Source: an optimization exercise on an open RTL-to-GDS flow (aim: small area and a short achievable clock period). Production flows keep margins and buffers that such runs may drop. Where RTL was checked, it was by simulation tests only, not by an equivalence proof against the original. Power figures rest on the tool's default switching activity, not on a simulated workload.

raven:
==> flow/design.v (excerpt) <==
module fir13_filter(
    input wire clk,
    input wire n_rst,
    input wire signed [7:0] x_in,
    output reg signed [7:0] y_out
);
clock: 7.5 ns
lec_check: 0
abc_clock_period_in_ps: 2500
cap_margin: 20
core_margin: 2
core_utilization: 40
setup_slack_margin: 5.0
slew_margin: 20
synth_hierarchical: 1
synth_minimum_keep_size: 0
run.sh (not shown) runs the stock make flow with config.mk's settings and CLKGATE_MAP_FILE= SYNTH_SCRIPT=/design/flow/synth_recipe.tcl, a recipe that flattens the netlist after the stock synthesis.
What quartz does differently from raven at the input level:
--- a/flow/design.v
+++ b/flow/design.v
@@ -274,41 +274,41 @@
     wire t245, t246;
     fir13_fa u_t245 (.a(t187), .b(t214), .c(t215), .s(t245), .co(t246));
     wire t247, t248;
     fir13_fa u_t247 (.a(~t189), .b(t216), .c(t217), .s(t247), .co(t248));
     wire t249, t250;
     fir13_fa u_t249 (.a(t192), .b(~t219), .c(t218), .s(t249), .co(t250));
     wire t251, t252;
     fir13_fa u_t251 (.a(t194), .b(t221), .c(~t220), .s(t251), .co(t252));
     wire t253, t254;
     fir13_fa u_t253 (.a(qa[28]), .b(~qa[29]), .c(t222), .s(t253), .co(t254));
-    wire [8:0] lo_a = {t238, t236, t234, t232, t230, t228, ~t226, t224, ~t223};
-    wire [8:0] lo_b = {t239, t237, t235, t233, t231, t229, t227, ~t225, qa[0]};
-    wire [9:0] lo_sum = {1'b0, lo_a} + {1'b0, lo_b};
-    reg [8:0] z0, z1;
+    wire [4:0] lo_a = {t230, t228, ~t226, t224, ~t223};
+    wire [4:0] lo_b = {t231, t229, t227, ~t225, qa[0]};
+    wire [5:0] lo_sum = {1'b0, lo_a} + {1'b0, lo_b};
+    reg [12:0] z0, z1;
     reg zc;
     always @(posedge clk) begin
-            z0 <= {1'b1, t254, t252, t250, t248, t246, t244, t242, t240};
-            z1 <= {1'b0, ~qa[30], t253, t251, t249, t247, t245, t243, t241};
-            zc <= lo_sum[9];
+            z0 <= {1'b1, t254, t252, t250, t248, t246, t244, t242, t240, t238, t236, t234, t232};
+            z1 <= {1'b0, ~qa[30], t253, t251, t249, t247, t245, t243, t241, t239, t237, t235, t233};
+            zc <= lo_sum[5];
     end
     reg [2:0] vld;
     always @(posedge clk or negedge n_rst) begin
         if (!n_rst)
             vld <= 3'b000;
         else
             vld <= {vld[1:0], 1'b1};
     end
-    wire [8:0] acc_hi = z0 + z1 + {8'd0, zc};
-    wire sgn = acc_hi[8];
-    wire ovf = acc_hi[8] ^ acc_hi[7];
-    wire [7:0] clip = ovf ? {sgn, {7{~sgn}}} : acc_hi[7:0];
+    wire [12:0] acc_hi = z0 + z1 + {12'd0, zc};
+    wire sgn = acc_hi[12];
+    wire ovf = acc_hi[12] ^ acc_hi[11];
+    wire [7:0] clip = ovf ? {sgn, {7{~sgn}}} : acc_hi[11:4];
     always @(posedge clk or negedge n_rst) begin
         if (!n_rst)
             y_out <= 8'd0;
         else
             y_out <= vld[2] ? clip : 8'd0;
     end
 endmodule
 module fir13_fa(input wire a, input wire b, input wire c, output wire s, output wire co);
     assign s = a ^ b ^ c;
     assign co = (a & b) | (a & c) | (b & c);
==> comparison <==
Cell-internal power (higher): raven
Summary of quartz over raven: area growth from synthesis to final layout lower, clock-buffer cell count went down.
Any difference in global routing met1 resource utilization between raven and quartz is small enough to ignore.
On number of hold violations in the final report, raven and quartz are neck and neck.
Number of sinks handled by clock tree synthesis sits higher in quartz than in raven.
In terms of leakage power of the design, quartz and raven differ only marginally.
On cell area, the lower figure sits with quartz, not raven.
Per the comparison of quartz with raven, buffer count excluding the clock tree in the final layout decreased by 13% relative to the old numbers; maximum number of pins on one net before global-route repair now sits lower; utilization stayed essentially flat; synthesized area shows no meaningful change.
Setup WNS raven -> quartz: better
raven finished every stage and its layout cleared the timing, design-rule and antenna checks.
quartz finished end to end and its layout was clean on timing, DRC and antenna.
Between raven and quartz, the fraction of the mapped netlist area in compound gates is higher for raven.
Only the layout flow was run in raven; the RTL was not checked for function there.

## static timing again, ports no longer ideal
Ports are ideal in the flow. The routed layouts listed here were re-timed in OpenROAD. Step 1, drivers: a clkbuf_16 drives clk and a buf_2 each remaining input, both assumed. Step 2, shift: input delay + t, output delay - t, t = (earliest + latest rising clock arrival at the registers) / 2. This alone moves slack from input paths to output paths. Slacks: ideal / step 1 / step 2; pairs: ideal / step 1.
run	t (ns)	setup WS [ns]	worst hold slack (ns)	clock arrival spread, ns	slew at the worst register clock pin (ns)
raven	0.542	4.582 / 4.582 / 4.582	0.346 / 0.346 / 0.346	0.006 / 0.007	0.06 / 0.06
quartz	0.553	5.006 / 4.961 / 4.958	0.346 / 0.346 / 0.346	0.026 / 0.026	0.06 / 0.06
After both steps setup and hold are still met in every run listed. For quartz, which loses most, drivers alone change the setup slack by -0.045 ns; drivers and shift together by -0.048 ns. The worst setup slack also covers recovery checks on asynchronous resets.
